Background: an optimization exercise with open tools, aiming at small area and a short achievable clock period. Do not read the settings as production practice.
In this exercise RTL edits were held to simulation tests only and were not proved equivalent to the original.
Power figures rest on the tool's default switching activity, not on a simulated workload.

==> inputs of run H <==
==> flow/design.v (excerpt) <==
module pipelined_4stage(clk, rst, imem_addr, imem_data, aluout);
==> module pipelined_4stage, before the edit <==
module pipelined_4stage(clk, rst, imem_addr, imem_data, aluout);
input clk;
input rst;
output [9:0] imem_addr;			 
input [32-1:0] imem_data;	 
output [32-1:0] aluout;
reg [9:0] pc;
always @(posedge clk)
  if (rst) pc <= 10'd0;
  else pc <= pc + 10'd1;
assign imem_addr = pc;
reg [31:0] regdata [0:31];    
reg [290-1:0] ex_r;          
reg [4:0] ex_waddr;
reg ex_valid;                 
reg ex_com;                   
reg [20-1:0] wb_lo;         
reg wb_c;                     
reg [12-1:0] wb_ph, wb_gh;  
wire [12-1:0] hi_out, hi_int;
addpg12 ADDOUT (.p(wb_ph), .g(wb_gh), .ci(wb_c), .s(hi_out));
addpg12 ADDINT (.p(wb_ph), .g(wb_gh), .ci(wb_c), .s(hi_int));
wire [31:0] wb_aluout = {hi_int, wb_lo};
reg [4:0] wb_waddr;
wire [31:0] wsel = 32'd1 << wb_waddr;
wire [31:0] wload = wsel | {32{rst}};
wire [31:0] wd0 = rst ? 32'd0 : wb_aluout;
wire [31:0] wd3 = rst ? 32'd2 : wb_aluout;
wire [31:0] wd8 = rst ? 32'd5 : wb_aluout;
genvar g, h;
generate
  for (g = 0; g < 32; g = g + 1) begin : RF
    wire [31:0] d = g == 8 ? wd8 : g == 3 ? wd3 : wd0;
    wire [31:0] next;
    for (h = 0; h < 32; h = h + 1) begin : B
      rf_hold H (.load(wload[g]), .hold(~wload[g]), .d(d[h]), .q(regdata[g][h]),
                 .next(next[h]));
    end
    always @(posedge clk)
      regdata[g] <= next;
  end
endgenerate
wire [5:0] opcode = imem_data[31:26];
wire [4:0] rs = imem_data[25:21];
wire [4:0] rt = imem_data[20:16];
wire [2:0] aluop = opcode[2:0];
wire alusrc = opcode == 6'b000110;
wire [4:0] waddr_id = alusrc ? rt : imem_data[15:11];
wire [31:0] opa, opb;
genvar hf;
generate
  for (hf = 0; hf < 2; hf = hf + 1) begin : RD
    wire [31:0] sel1, sel2;
    wire fwd1, fwd2;
    rf_dec DEC1 (.addr(rs), .keep(~wsel), .waddr(wb_waddr), .sel(sel1), .fwd(fwd1));
    rf_dec DEC2 (.addr(rt), .keep(~wsel), .waddr(wb_waddr), .sel(sel2), .fwd(fwd2));
    wire [527:0] d;
    assign d[16*32 +: 16] = wb_aluout[16*hf +: 16];
    for (g = 0; g < 32; g = g + 1) begin : D
      assign d[16*g +: 16] = regdata[g][16*hf +: 16];
    end
    rf_read16 RD1 (.sel({fwd1, sel1}), .d(d), .q(opa[16*hf +: 16]));
    rf_read16 RD2 (.sel({fwd2, sel2}), .d(d), .q(opb[16*hf +: 16]));
  end
endgenerate
wire [290-1:0] r_id;
alu_id ALUID (
  .a(opa), .b(opb), .imm(imem_data[15:0]), .alusrc(alusrc),
  .op_add(aluop == 3'd0 || aluop == 3'd6),
  .op_sub(aluop == 3'd1),
  .op_and(aluop == 3'd2),
  .op_xor(aluop == 3'd3),
  .op_com(aluop == 3'd4),
  .op_mul(aluop == 3'd5),
  .r(r_id)
);
always @(posedge clk) begin
  ex_r <= r_id;
  if (rst) begin
    ex_waddr <= 5'd0;
    ex_valid <= 1'b0;
    ex_com <= 1'b0;
  end else begin
    ex_waddr <= waddr_id;
    ex_valid <= 1'b1;
    ex_com <= aluop == 3'd4;
  end
end
wire [20-1:0] ex_lo;
wire ex_c;
wire [12-1:0] ex_ph, ex_gh;
wire ex_le;
alu_ex ALUEX (.r(ex_r), .lo(ex_lo), .clo(ex_c), .ph(ex_ph), .gh(ex_gh), .le(ex_le));
always @(posedge clk)
  if (rst || !ex_valid) begin
    wb_lo <= 0;
    wb_c <= 1'b0;
    wb_ph <= 0;
    wb_gh <= 0;
    wb_waddr <= 5'd0;
  end else if (ex_com) begin
    wb_lo <= {{(20-1){1'b0}}, ex_le};
    wb_c <= 1'b0;
    wb_ph <= 0;
    wb_gh <= 0;
    wb_waddr <= ex_waddr;
  end else begin
    wb_lo <= ex_lo;
    wb_c <= ex_c;
    wb_ph <= ex_ph;
    wb_gh <= ex_gh;
    wb_waddr <= ex_waddr;
  end
assign aluout = {hi_out, wb_lo};
endmodule
==> module rf_dec, before the edit <==
module rf_dec (
  input  [4:0]  addr,
  input  [31:0] keep,
  input  [4:0]  waddr,
  output [31:0] sel,
  output        fwd
);
  assign fwd = addr == waddr;
  wire [3:0] lo = 4'd1 << addr[1:0];
  wire [7:0] hi = 8'd1 << addr[4:2];
  genvar i;
  generate
    for (i = 0; i < 32; i = i + 1) begin : S
      assign sel[i] = lo[i % 4] & hi[i / 4] & keep[i];
    end
  endgenerate
endmodule
==> module rf_read16, before the edit <==
module rf_read16 (
  input  [32:0]  sel,
  input  [527:0] d,
  output [15:0]  q
);
  reg [15:0] r;
  integer i;
  always @(*) begin
    r = 16'b0;
    for (i = 0; i < 33; i = i + 1)
      r = r | ({16{sel[i]}} & d[16*i +: 16]);
  end
  assign q = r;
endmodule
export LEC_CHECK = 0
export CAP_MARGIN = 20
export CORE_MARGIN = 2
export CORE_UTILIZATION = 35
export CTS_CLUSTER_DIAMETER = 90
export CTS_CLUSTER_SIZE = 20
export PLACE_DENSITY = 0.45
export SETUP_SLACK_MARGIN = 3.6
export SLEW_MARGIN = 20
export SYNTH_HIERARCHICAL = 1
create_clock -name core_clock -period 8.0 [get_ports {clk}]
run.sh (not shown) runs the stock make flow with config.mk's settings and CLKGATE_MAP_FILE= SYNTH_SCRIPT=/design/flow/synth_recipe.tcl, a recipe that flattens the netlist after the stock synthesis.
==> run C (differences from run H) <==
--- a/flow/design.v
+++ b/flow/design.v
@@ -50,21 +50,18 @@
 wire alusrc = opcode == 6'b000110;
 wire [4:0] waddr_id = alusrc ? rt : imem_data[15:11];
-wire [31:0] opa, opb;
-genvar hf;
+wire [31:0] sel1, sel2;
+rf_dec DEC1 (.addr(rs), .keep(~wsel), .sel(sel1));
+rf_dec DEC2 (.addr(rt), .keep(~wsel), .sel(sel2));
+wire fwd1 = rs == wb_waddr;
+wire fwd2 = rt == wb_waddr;
+wire [1023:0] rflat;
 generate
-  for (hf = 0; hf < 2; hf = hf + 1) begin : RD
-    wire [31:0] sel1, sel2;
-    wire fwd1, fwd2;
-    rf_dec DEC1 (.addr(rs), .keep(~wsel), .waddr(wb_waddr), .sel(sel1), .fwd(fwd1));
-    rf_dec DEC2 (.addr(rt), .keep(~wsel), .waddr(wb_waddr), .sel(sel2), .fwd(fwd2));
-    wire [527:0] d;
-    assign d[16*32 +: 16] = wb_aluout[16*hf +: 16];
-    for (g = 0; g < 32; g = g + 1) begin : D
-      assign d[16*g +: 16] = regdata[g][16*hf +: 16];
-    end
-    rf_read16 RD1 (.sel({fwd1, sel1}), .d(d), .q(opa[16*hf +: 16]));
-    rf_read16 RD2 (.sel({fwd2, sel2}), .d(d), .q(opb[16*hf +: 16]));
+  for (g = 0; g < 32; g = g + 1) begin : RFLAT
+    assign rflat[32*g +: 32] = regdata[g];
   end
 endgenerate
+wire [31:0] opa, opb;
+rf_read RD1 (.sel({fwd1, sel1}), .d({wb_aluout, rflat}), .q(opa));
+rf_read RD2 (.sel({fwd2, sel2}), .d({wb_aluout, rflat}), .q(opb));
 wire [290-1:0] r_id;
 alu_id ALUID (
@@ -2148,9 +2145,6 @@
   input  [4:0]  addr,
   input  [31:0] keep,
-  input  [4:0]  waddr,
-  output [31:0] sel,
-  output        fwd
+  output [31:0] sel
 );
-  assign fwd = addr == waddr;
   wire [3:0] lo = 4'd1 << addr[1:0];
   wire [7:0] hi = 8'd1 << addr[4:2];
@@ -2162,15 +2156,15 @@
   endgenerate
 endmodule
-module rf_read16 (
-  input  [32:0]  sel,
-  input  [527:0] d,
-  output [15:0]  q
+module rf_read (
+  input  [32:0]   sel,
+  input  [1055:0] d,
+  output [31:0]   q
 );
-  reg [15:0] r;
+  reg [31:0] r;
   integer i;
   always @(*) begin
-    r = 16'b0;
+    r = 32'b0;
     for (i = 0; i < 33; i = i + 1)
-      r = r | ({16{sel[i]}} & d[16*i +: 16]);
+      r = r | ({32{sel[i]}} & d[32*i +: 32]);
   end
   assign q = r;
SETUP_SLACK_MARGIN = 3.3   (was 3.6)
==> comparison <==
Via count: run H is smaller than run C (about 0.8%).
Cell area: run H is larger than run C (about 3.7%).
Between run H and run C, the lower global-route usage is in run H (gap 3.1 points).
Against run C, the clock skew of run H is lower by 6.4 ps.
Of run H and run C, run H has the higher die area (gap about 3.6%, measured against run C).
==> figures <==
                                                     run C           run H
TritonCTS Buffers                                       88              89
Met2 global-route usage                              0.560           0.514
Worst reg2reg path depth                                15              14
Met1 Usage GRT                                       0.457           0.448
Clock network fraction of total power                0.362           0.364
Via count of the first global-routing pass           58200           57500
Run status                                  finished clean  finished clean
Die outline height                                  441 um          449 um
Post-route clock period utilization                  0.594           0.566
Shortest period the worst path allows              4760 ps         4530 ps
Multi-input gates                                     4183            4286

========
==> inputs of v35 <==
pipelined_4stage, a different RTL version from the one above (not shown whole).
make LEC_CHECK=0 CAP_MARGIN=20 CORE_MARGIN=2 CORE_UTILIZATION=40 CTS_CLUSTER_DIAMETER=90 CTS_CLUSTER_SIZE=20 PLACE_DENSITY=0.55 SETUP_SLACK_MARGIN=4.0 SLEW_MARGIN=20 SYNTH_HIERARCHICAL=1 finish   # period 8.0 ns
==> v4 (differences from v35) <==
CORE_UTILIZATION = 35   (was 40)
PLACE_DENSITY = 0.45   (was 0.55)
SETUP_SLACK_MARGIN = 3.6   (was 4.0)
==> v1 (differences from v35) <==
SETUP_SLACK_MARGIN = 4.2   (was 4.0)
==> v37 (differences from v35) <==
--- a/flow/design.v
+++ b/flow/design.v
@@ -17,16 +17,16 @@
 reg [15:0] ex_one, ex_two, ex_neg;   
 reg ex_add, ex_sub, ex_and, ex_xor;
 reg [4:0] ex_waddr;
 reg ex_valid;                 
 reg ex_com;                   
-reg [18-1:0] wb_lo;         
+reg [16-1:0] wb_lo;         
 reg wb_c;                     
-reg [14-1:0] wb_ph, wb_gh;  
-wire [14-1:0] hi_out, hi_int;
-addpg14 ADDOUT (.p(wb_ph), .g(wb_gh), .ci(wb_c), .s(hi_out));
-addpg14 ADDINT (.p(wb_ph), .g(wb_gh), .ci(wb_c), .s(hi_int));
+reg [16-1:0] wb_ph, wb_gh;  
+wire [16-1:0] hi_out, hi_int;
+addpg16 ADDOUT (.p(wb_ph), .g(wb_gh), .ci(wb_c), .s(hi_out));
+addpg16 ADDINT (.p(wb_ph), .g(wb_gh), .ci(wb_c), .s(hi_int));
 wire [31:0] wb_aluout = {hi_int, wb_lo};
 reg [4:0] wb_waddr;
 wire [31:0] wsel = 32'd1 << wb_waddr;
 wire [31:0] wload = wsel | {32{rst}};
 wire [31:0] wd0 = rst ? 32'd0 : wb_aluout;
@@ -88,13 +88,13 @@
     ex_waddr <= waddr_id;
     ex_valid <= 1'b1;
     ex_com <= aluop == 3'd4;
   end
 end
-wire [18-1:0] ex_lo;
+wire [16-1:0] ex_lo;
 wire ex_c;
-wire [14-1:0] ex_ph, ex_gh;
+wire [16-1:0] ex_ph, ex_gh;
 wire ex_le;
 alu_ex ALUEX (.a(ex_a), .b(ex_b), .one(ex_one), .two(ex_two), .neg(ex_neg),
   .op_add(ex_add), .op_sub(ex_sub), .op_and(ex_and), .op_xor(ex_xor), .op_com(ex_com),
   .lo(ex_lo), .clo(ex_c), .ph(ex_ph), .gh(ex_gh), .le(ex_le));
 always @(posedge clk)
@@ -103,11 +103,11 @@
     wb_c <= 1'b0;
     wb_ph <= 0;
     wb_gh <= 0;
     wb_waddr <= 5'd0;
   end else if (ex_com) begin
-    wb_lo <= {{(18-1){1'b0}}, ex_le};
+    wb_lo <= {{(16-1){1'b0}}, ex_le};
     wb_c <= 1'b0;
     wb_ph <= 0;
     wb_gh <= 0;
     wb_waddr <= ex_waddr;
   end else begin
@@ -153,14 +153,14 @@
   input         op_add,   
   input         op_sub,
   input         op_and,
   input         op_xor,
   input         op_com,
-  output [17:0] lo,      
+  output [15:0] lo,      
   output        clo,     
-  output [13:0] ph,      
-  output [13:0] gh,      
+  output [15:0] ph,      
+  output [15:0] gh,      
   output        le       
 );
   wire [31:0] inj_x = ({32{op_add | op_sub}} & a)
                     | ({32{op_and}} & (a & b))
                     | ({32{op_xor}} & (a ^ b));
@@ -1384,30 +1384,32 @@
   wire gt4_1, eq4_1;
   cmp_node C4_1 (.gh(gt3_3), .eh(eq3_3), .gl(gt3_2), .el(eq3_2), .g(gt4_1), .e(eq4_1));
   wire gt5_0;
   cmp_top C5_0 (.gh(gt4_1), .eh(eq4_1), .gl(gt4_0), .g(gt5_0));
   assign le = ~gt5_0;
-  add18 ADDLO (.a(x[17:0]), .b(y[17:0]), .s(lo), .co(clo));
-  ha HP18 (.a(x[18]), .b(y[18]), .s(ph[0]), .co(gh[0]));
-  ha HP19 (.a(x[19]), .b(y[19]), .s(ph[1]), .co(gh[1]));
-  ha HP20 (.a(x[20]), .b(y[20]), .s(ph[2]), .co(gh[2]));
-  ha HP21 (.a(x[21]), .b(y[21]), .s(ph[3]), .co(gh[3]));
-  ha HP22 (.a(x[22]), .b(y[22]), .s(ph[4]), .co(gh[4]));
-  ha HP23 (.a(x[23]), .b(y[23]), .s(ph[5]), .co(gh[5]));
-  ha HP24 (.a(x[24]), .b(y[24]), .s(ph[6]), .co(gh[6]));
-  ha HP25 (.a(x[25]), .b(y[25]), .s(ph[7]), .co(gh[7]));
-  ha HP26 (.a(x[26]), .b(y[26]), .s(ph[8]), .co(gh[8]));
-  ha HP27 (.a(x[27]), .b(y[27]), .s(ph[9]), .co(gh[9]));
-  ha HP28 (.a(x[28]), .b(y[28]), .s(ph[10]), .co(gh[10]));
-  ha HP29 (.a(x[29]), .b(y[29]), .s(ph[11]), .co(gh[11]));
-  ha HP30 (.a(x[30]), .b(y[30]), .s(ph[12]), .co(gh[12]));
-  ha HP31 (.a(x[31]), .b(y[31]), .s(ph[13]), .co(gh[13]));
+  add16 ADDLO (.a(x[15:0]), .b(y[15:0]), .s(lo), .co(clo));
+  ha HP16 (.a(x[16]), .b(y[16]), .s(ph[0]), .co(gh[0]));
+  ha HP17 (.a(x[17]), .b(y[17]), .s(ph[1]), .co(gh[1]));
+  ha HP18 (.a(x[18]), .b(y[18]), .s(ph[2]), .co(gh[2]));
+  ha HP19 (.a(x[19]), .b(y[19]), .s(ph[3]), .co(gh[3]));
+  ha HP20 (.a(x[20]), .b(y[20]), .s(ph[4]), .co(gh[4]));
+  ha HP21 (.a(x[21]), .b(y[21]), .s(ph[5]), .co(gh[5]));
+  ha HP22 (.a(x[22]), .b(y[22]), .s(ph[6]), .co(gh[6]));
+  ha HP23 (.a(x[23]), .b(y[23]), .s(ph[7]), .co(gh[7]));
+  ha HP24 (.a(x[24]), .b(y[24]), .s(ph[8]), .co(gh[8]));
+  ha HP25 (.a(x[25]), .b(y[25]), .s(ph[9]), .co(gh[9]));
+  ha HP26 (.a(x[26]), .b(y[26]), .s(ph[10]), .co(gh[10]));
+  ha HP27 (.a(x[27]), .b(y[27]), .s(ph[11]), .co(gh[11]));
+  ha HP28 (.a(x[28]), .b(y[28]), .s(ph[12]), .co(gh[12]));
+  ha HP29 (.a(x[29]), .b(y[29]), .s(ph[13]), .co(gh[13]));
+  ha HP30 (.a(x[30]), .b(y[30]), .s(ph[14]), .co(gh[14]));
+  ha HP31 (.a(x[31]), .b(y[31]), .s(ph[15]), .co(gh[15]));
 endmodule
-module add18 (
-  input  [17:0] a,
-  input  [17:0] b,
-  output [17:0] s,
+module add16 (
+  input  [15:0] a,
+  input  [15:0] b,
+  output [15:0] s,
   output co
 );
   wire g_0_0, p_0_0;
   ha B0 (.a(a[0]), .b(b[0]), .s(p_0_0), .co(g_0_0));
   wire g_1_1, p_1_1;
@@ -1438,14 +1440,10 @@
   ha B13 (.a(a[13]), .b(b[13]), .s(p_13_13), .co(g_13_13));
   wire g_14_14, p_14_14;
   ha B14 (.a(a[14]), .b(b[14]), .s(p_14_14), .co(g_14_14));
   wire g_15_15, p_15_15;
   ha B15 (.a(a[15]), .b(b[15]), .s(p_15_15), .co(g_15_15));
-  wire g_16_16, p_16_16;
-  ha B16 (.a(a[16]), .b(b[16]), .s(p_16_16), .co(g_16_16));
-  wire g_17_17, p_17_17;
-  ha B17 (.a(a[17]), .b(b[17]), .s(p_17_17), .co(g_17_17));
   wire g_0_1;
   pfx_g X0_1 (.gh(g_1_1), .ph(p_1_1), .gl(g_0_0), .g(g_0_1));
   wire g_0_2;
   pfx_g X0_2 (.gh(g_2_2), .ph(p_2_2), .gl(g_0_1), .g(g_0_2));
   wire g_2_3, p_2_3;
@@ -1506,20 +1504,10 @@
   pfx X12_13 (.gh(g_13_13), .ph(p_13_13), .gl(g_12_12), .pl(p_12_12), .g(g_12_13), .p(p_12_13));
   wire g_12_15, p_12_15;
   pfx X12_15 (.gh(g_14_15), .ph(p_14_15), .gl(g_12_13), .pl(p_12_13), .g(g_12_15), .p(p_12_15));
   wire g_0_15;
   pfx_g X0_15 (.gh(g_12_15), .ph(p_12_15), .gl(g_0_11), .g(g_0_15));
-  wire g_15_16, p_15_16;
-  pfx X15_16 (.gh(g_16_16), .ph(p_16_16), .gl(g_15_15), .pl(p_15_15), .g(g_15_16), .p(p_15_16));
-  wire g_13_16, p_13_16;
-  pfx X13_16 (.gh(g_15_16), .ph(p_15_16), .gl(g_13_14), .pl(p_13_14), .g(g_13_16), .p(p_13_16));
-  wire g_0_16;
-  pfx_g X0_16 (.gh(g_13_16), .ph(p_13_16), .gl(g_0_12), .g(g_0_16));
-  wire g_13_17, p_13_17;
-  pfx X13_17 (.gh(g_17_17), .ph(p_17_17), .gl(g_13_16), .pl(p_13_16), .g(g_13_17), .p(p_13_17));
-  wire g_0_17;
-  pfx_g X0_17 (.gh(g_13_17), .ph(p_13_17), .gl(g_0_12), .g(g_0_17));
   assign s[0] = p_0_0;
   bit_xor S1 (.a(p_1_1), .b(g_0_0), .y(s[1]));
   bit_xor S2 (.a(p_2_2), .b(g_0_1), .y(s[2]));
   bit_xor S3 (.a(p_3_3), .b(g_0_2), .y(s[3]));
   bit_xor S4 (.a(p_4_4), .b(g_0_3), .y(s[4]));
@@ -1532,19 +1520,17 @@
   bit_xor S11 (.a(p_11_11), .b(g_0_10), .y(s[11]));
   bit_xor S12 (.a(p_12_12), .b(g_0_11), .y(s[12]));
   bit_xor S13 (.a(p_13_13), .b(g_0_12), .y(s[13]));
   bit_xor S14 (.a(p_14_14), .b(g_0_13), .y(s[14]));
   bit_xor S15 (.a(p_15_15), .b(g_0_14), .y(s[15]));
-  bit_xor S16 (.a(p_16_16), .b(g_0_15), .y(s[16]));
-  bit_xor S17 (.a(p_17_17), .b(g_0_16), .y(s[17]));
-  assign co = g_0_17;
+  assign co = g_0_15;
 endmodule
-module addpg14 (
-  input  [13:0] p,
-  input  [13:0] g,
+module addpg16 (
+  input  [15:0] p,
+  input  [15:0] g,
   input  ci,
-  output [13:0] s
+  output [15:0] s
 );
   wire g1_1;
   pfx_g X1_1 (.gh(g[0]), .ph(p[0]), .gl(ci), .g(g1_1));
   wire g1_2, p1_2;
   pfx X1_2 (.gh(g[1]), .ph(p[1]), .gl(g[0]), .pl(p[0]), .g(g1_2), .p(p1_2));
@@ -1570,10 +1556,14 @@
   pfx X1_12 (.gh(g[11]), .ph(p[11]), .gl(g[10]), .pl(p[10]), .g(g1_12), .p(p1_12));
   wire g1_13, p1_13;
   pfx X1_13 (.gh(g[12]), .ph(p[12]), .gl(g[11]), .pl(p[11]), .g(g1_13), .p(p1_13));
   wire g1_14, p1_14;
   pfx X1_14 (.gh(g[13]), .ph(p[13]), .gl(g[12]), .pl(p[12]), .g(g1_14), .p(p1_14));
+  wire g1_15, p1_15;
+  pfx X1_15 (.gh(g[14]), .ph(p[14]), .gl(g[13]), .pl(p[13]), .g(g1_15), .p(p1_15));
+  wire g1_16, p1_16;
+  pfx X1_16 (.gh(g[15]), .ph(p[15]), .gl(g[14]), .pl(p[14]), .g(g1_16), .p(p1_16));
   wire g2_2;
   pfx_g X2_2 (.gh(g1_2), .ph(p1_2), .gl(ci), .g(g2_2));
   wire g2_3;
   pfx_g X2_3 (.gh(g1_3), .ph(p1_3), .gl(g1_1), .g(g2_3));
   wire g2_4, p2_4;
@@ -1596,10 +1586,14 @@
   pfx X2_12 (.gh(g1_12), .ph(p1_12), .gl(g1_10), .pl(p1_10), .g(g2_12), .p(p2_12));
   wire g2_13, p2_13;
   pfx X2_13 (.gh(g1_13), .ph(p1_13), .gl(g1_11), .pl(p1_11), .g(g2_13), .p(p2_13));
   wire g2_14, p2_14;
   pfx X2_14 (.gh(g1_14), .ph(p1_14), .gl(g1_12), .pl(p1_12), .g(g2_14), .p(p2_14));
+  wire g2_15, p2_15;
+  pfx X2_15 (.gh(g1_15), .ph(p1_15), .gl(g1_13), .pl(p1_13), .g(g2_15), .p(p2_15));
+  wire g2_16, p2_16;
+  pfx X2_16 (.gh(g1_16), .ph(p1_16), .gl(g1_14), .pl(p1_14), .g(g2_16), .p(p2_16));
   wire g3_4;
   pfx_g X3_4 (.gh(g2_4), .ph(p2_4), .gl(ci), .g(g3_4));
   wire g3_5;
   pfx_g X3_5 (.gh(g2_5), .ph(p2_5), .gl(g1_1), .g(g3_5));
   wire g3_6;
@@ -1618,10 +1612,14 @@
   pfx X3_12 (.gh(g2_12), .ph(p2_12), .gl(g2_8), .pl(p2_8), .g(g3_12), .p(p3_12));
   wire g3_13, p3_13;
   pfx X3_13 (.gh(g2_13), .ph(p2_13), .gl(g2_9), .pl(p2_9), .g(g3_13), .p(p3_13));
   wire g3_14, p3_14;
   pfx X3_14 (.gh(g2_14), .ph(p2_14), .gl(g2_10), .pl(p2_10), .g(g3_14), .p(p3_14));
+  wire g3_15, p3_15;
+  pfx X3_15 (.gh(g2_15), .ph(p2_15), .gl(g2_11), .pl(p2_11), .g(g3_15), .p(p3_15));
+  wire g3_16, p3_16;
+  pfx X3_16 (.gh(g2_16), .ph(p2_16), .gl(g2_12), .pl(p2_12), .g(g3_16), .p(p3_16));
   wire g4_8;
   pfx_g X4_8 (.gh(g3_8), .ph(p3_8), .gl(ci), .g(g4_8));
   wire g4_9;
   pfx_g X4_9 (.gh(g3_9), .ph(p3_9), .gl(g1_1), .g(g4_9));
   wire g4_10;
@@ -1632,10 +1630,16 @@
   pfx_g X4_12 (.gh(g3_12), .ph(p3_12), .gl(g3_4), .g(g4_12));
   wire g4_13;
   pfx_g X4_13 (.gh(g3_13), .ph(p3_13), .gl(g3_5), .g(g4_13));
   wire g4_14;
   pfx_g X4_14 (.gh(g3_14), .ph(p3_14), .gl(g3_6), .g(g4_14));
+  wire g4_15;
+  pfx_g X4_15 (.gh(g3_15), .ph(p3_15), .gl(g3_7), .g(g4_15));
+  wire g4_16, p4_16;
+  pfx X4_16 (.gh(g3_16), .ph(p3_16), .gl(g3_8), .pl(p3_8), .g(g4_16), .p(p4_16));
+  wire g5_16;
+  pfx_g X5_16 (.gh(g4_16), .ph(p4_16), .gl(ci), .g(g5_16));
   bit_xor S0 (.a(p[0]), .b(ci), .y(s[0]));
   bit_xor S1 (.a(p[1]), .b(g1_1), .y(s[1]));
   bit_xor S2 (.a(p[2]), .b(g2_2), .y(s[2]));
   bit_xor S3 (.a(p[3]), .b(g2_3), .y(s[3]));
   bit_xor S4 (.a(p[4]), .b(g3_4), .y(s[4]));
@@ -1646,10 +1650,12 @@
   bit_xor S9 (.a(p[9]), .b(g4_9), .y(s[9]));
   bit_xor S10 (.a(p[10]), .b(g4_10), .y(s[10]));
   bit_xor S11 (.a(p[11]), .b(g4_11), .y(s[11]));
   bit_xor S12 (.a(p[12]), .b(g4_12), .y(s[12]));
   bit_xor S13 (.a(p[13]), .b(g4_13), .y(s[13]));
+  bit_xor S14 (.a(p[14]), .b(g4_14), .y(s[14]));
+  bit_xor S15 (.a(p[15]), .b(g4_15), .y(s[15]));
 endmodule
 module pfx (
   input  gh,
   input  ph,
   input  gl,
==> qor summary <==
|  | v4 | v35 | v1 | v37 |
|---|---|---|---|---|
| Number of buffers inserted during clock tree synthesis | 82 | 78 | 76 | 75 |
| Clock insertion delay at the later pin of the skew report | 0.77 ns | 0.75 ns | 0.73 ns | 0.75 ns |
| Area post-placement | 68100 um^2 | 67300 um^2 | 67400 um^2 | 67700 um^2 |
| Relative contribution of sequential cells to total power | 0.518 | 0.528 | 0.529 | 0.534 |
| First-pass GRT wire length | 475000 um | 452000 um | 467000 um | 455000 um |
| ANT cells | 7 | 4 | 11 | 4 |
| Status | no timing/DRC/antenna violations | no timing/DRC/antenna violations | no timing/DRC/antenna violations | no timing/DRC/antenna violations |
| Starting Density | 0.352 | 0.402 | 0.402 | 0.402 |
| Power density relative to cell area | 172 nW/um^2 | 167 nW/um^2 | 164 nW/um^2 | 167 nW/um^2 |
| GRT Resource Usage Total | 0.360 | 0.387 | 0.403 | 0.389 |
| Cell area after technology mapping | 64300 um^2 | 64300 um^2 | 64300 um^2 | 64500 um^2 |
| Critical Path Sink | ex_one[9] | wb_lo[17] | wb_ph[12] | wb_ph[14] |
| Final clock period utilization by the worst path | 0.564 | 0.544 | 0.534 | 0.530 |
| Post-route minimum period | 4.52 ns | 4.35 ns | 4.27 ns | 4.24 ns |
| Startpoint class of the critical path | input pin | register | register | register |
| Antenna violations before repair | 19 | 19 | 22 | 19 |
| Cell Int Power | 8620 uW | 8500 uW | 8520 uW | 8450 uW |
| Dominant cell type by count on the critical path | sky130_fd_sc_hd__buf_4 | - | sky130_fd_sc_hd__fa_1 | sky130_fd_sc_hd__fa_1 |

[separate check: timing with driven ports]
Ports are ideal in the flow. The routed layouts listed here were re-timed in OpenROAD. Step 1 sets driving cells, clkbuf_16 on the clock port and buf_2 on the other inputs (assumed; they add their load-dependent delay and slew). Step 2, shift: input delay + t, output delay - t, t = (earliest + latest rising clock arrival at the registers) / 2. This alone moves slack from input paths to output paths. a / b / c = no drivers / after step 1 / after step 2; a / b = the first two.
| run | t, ns | slack for setup (ns) | worst setup path after step 2 | clock arrival spread, ns | slew at the worst register clock pin (ns) |
|---|---|---|---|---|---|
| run H | 0.840 | 3.474 / 3.321 / 2.481 | input to register | 0.055 / 0.056 | 0.10 / 0.10 |
| run C | 0.856 | 3.244 / 3.314 / 2.458 | input to register | 0.057 / 0.058 | 0.10 / 0.10 |
| v35 | 0.814 | 3.650 / 3.650 / 3.111 | input to register | 0.069 / 0.069 | 0.10 / 0.10 |
| v4 | 0.831 | 3.485 / 3.515 / 2.684 | input to register | 0.059 / 0.059 | 0.10 / 0.10 |
| v1 | 0.803 | 3.729 / 3.729 / 3.281 | input to register | 0.053 / 0.053 | 0.10 / 0.10 |
| v37 | 0.803 | 3.757 / 3.757 / 3.164 | input to register | 0.051 / 0.051 | 0.10 / 0.10 |
After both steps every run listed still meets setup and hold. For run H, which loses most, drivers alone change the setup slack by -0.153 ns; drivers and shift together by -0.993 ns.
